This design comes from an exercise in tuning for small area on the open sky130 flow, not from production work.
At most, simulation tests tie the RTL to the original design; equivalence was not proved.
Power is estimated from default activity; no workload was simulated.

==> module my_fifo, before the edit <==
module my_fifo #(
                   parameter DATA_W           = 128      ,         
                   parameter DEPTH            = 10      ,         
                   parameter UPP_TH           = 4      ,         
                   parameter LOW_TH           = 2                
                )
                (
                   input                   clk         ,         
                   input                   rstn        ,         
                   input                   i_wren      ,         
                   input  [DATA_W - 1 : 0] i_wrdata    ,         
                   output                  o_alm_full  ,         
                   output                  o_full      ,         
                   input                   i_rden      ,         
                   output [DATA_W - 1 : 0] o_rddata    ,         
                   output                  o_alm_empty ,         
                   output                  o_empty               
                );
localparam AW = $clog2(DEPTH);
logic [DEPTH - 1 : 0] wrsel_rg  ;         
logic [DEPTH - 1 : 0] rdsel_rg  ;         
logic [AW        : 0] dcount_rg ;         
wire full_s  = (dcount_rg == DEPTH);
wire empty_s = (dcount_rg == 0);
wire wren_s  = i_wren & ~full_s;
wire rden_s  = i_rden & ~empty_s;
always @ (posedge clk) begin
   if (!rstn) begin
      wrsel_rg  <= 1;
      rdsel_rg  <= 1;
      dcount_rg <= 0;
   end
   else begin
      if (wren_s) wrsel_rg <= {wrsel_rg[DEPTH - 2 : 0], wrsel_rg[DEPTH - 1]};
      if (rden_s) rdsel_rg <= {rdsel_rg[DEPTH - 2 : 0], rdsel_rg[DEPTH - 1]};
      if (wren_s && !rden_s)      dcount_rg <= dcount_rg + 1;
      else if (!wren_s && rden_s) dcount_rg <= dcount_rg - 1;
   end
end
logic [DATA_W - 1 : 0] rddata_s;
genvar g;
generate
   for (g = 0; g < DEPTH; g++) begin : g_word
      logic [DATA_W - 1 : 0] data_rg;
      always @ (posedge clk)
         if (wren_s & wrsel_rg[g]) data_rg <= i_wrdata;
   end
endgenerate
genvar b;
generate
   for (b = 0; b < DATA_W; b++) begin : g_bit
      logic [2 : 0] grp_n;
      my_fifo_aoi222 u_g0 (.a({g_word[0].data_rg[b], g_word[1].data_rg[b], g_word[2].data_rg[b]}),
                           .s(rdsel_rg[2 : 0]), .y(grp_n[0]));
      my_fifo_aoi222 u_g1 (.a({g_word[3].data_rg[b], g_word[4].data_rg[b], g_word[5].data_rg[b]}),
                           .s(rdsel_rg[5 : 3]), .y(grp_n[1]));
      my_fifo_aoi222 u_g2 (.a({g_word[6].data_rg[b], g_word[7].data_rg[b], g_word[8].data_rg[b]}),
                           .s(rdsel_rg[8 : 6]), .y(grp_n[2]));
      my_fifo_tail   u_t  (.g(grp_n), .a(g_word[9].data_rg[b]), .s(rdsel_rg[9]), .y(rddata_s[b]));
   end
endgenerate
assign o_full      = full_s;
assign o_empty     = empty_s;
assign o_alm_full  = (dcount_rg > UPP_TH);
assign o_alm_empty = (dcount_rg < LOW_TH);
assign o_rddata    = rddata_s;
endmodule
clock: 5.0 ns
lec_check: 0
cap_margin: 20
core_margin: 2
core_utilization: 40
slew_margin: 20
synth_hierarchical: 1
run.sh (not shown) runs the stock make flow with config.mk's settings and CLKGATE_MAP_FILE= SYNTH_SCRIPT=/design/flow/synth_recipe.tcl, a recipe that flattens the netlist after the stock synthesis.
Next try:
--- a/flow/design.v
+++ b/flow/design.v
@@ -41,10 +41,14 @@
 genvar g;
 generate
    for (g = 0; g < DEPTH; g++) begin : g_word
       logic [DATA_W - 1 : 0] data_rg;
+      logic [DATA_W - 1 : 0] next_s;
+      wire we_s   = wren_s & wrsel_rg[g];
+      wire hold_s = ~we_s;
+      my_fifo_ao22 #(.W(DATA_W)) u_hold (.a(i_wrdata), .sa(we_s), .b(data_rg), .sb(hold_s), .y(next_s));
       always @ (posedge clk)
-         if (wren_s & wrsel_rg[g]) data_rg <= i_wrdata;
+         data_rg <= next_s;
    end
 endgenerate
 genvar b;
 generate
@@ -70,4 +74,7 @@
 endmodule
 module my_fifo_tail (input [2 : 0] g, input a, input s, output y);
    assign y = ~(g[0] & g[1] & g[2] & ~(a & s));
 endmodule
+module my_fifo_ao22 #(parameter W = 1) (input [W - 1 : 0] a, input sa, input [W - 1 : 0] b, input sb, output [W - 1 : 0] y);
+   assign y = ({W{sa}} & a) | ({W{sb}} & b);
+endmodule
Result:
- The changed run produced a clean layout
- die area goes up by 1.7%
- global-route usage came out higher by 5.9 points
- worst setup slack got worse by 0.26 ns
- via count climbs by about 50%
- maximum frequency went down by 5.8%
- critical path depth stays the same
- power went up by 11%
- clock power rises by about 6%
- routed wire length increases by about 35%
- register-to-register slack got worse by 0.44 ns
- utilization fell by 1.9 points
No functional check of the RTL was part of the first run of this note.

-- static timing again, ports no longer ideal --
How much do the figures lean on ideal ports? The routed layouts below were timed once more, with nothing changed but the port constraints. Step 1 assumes that a clkbuf_16 drives the clock port and a buf_2 every other input. Step 2 times the ports against the registers' clock, not the clock port: input delays grow and output delays shrink by t, the midpoint of the rising clock arrivals with the driver on. Slacks: no drivers / after step 1 / after step 2; pairs: no drivers / after step 1.
| run | t, ns | setup WS [ns] | worst setup path after step 2 | latest minus earliest clock arrival (ns) | pins driven straight from the clock port |
|---|---|---|---|---|---|
| the first run | 0.793 | 0.828 / 0.761 / 1.524 | input to register | 0.034 / 0.034 | 1 |
| the second run | 0.821 | 0.573 / 0.498 / 0.986 | input to register | 0.039 / 0.039 | 1 |
After both steps setup and hold are still met in every run listed.
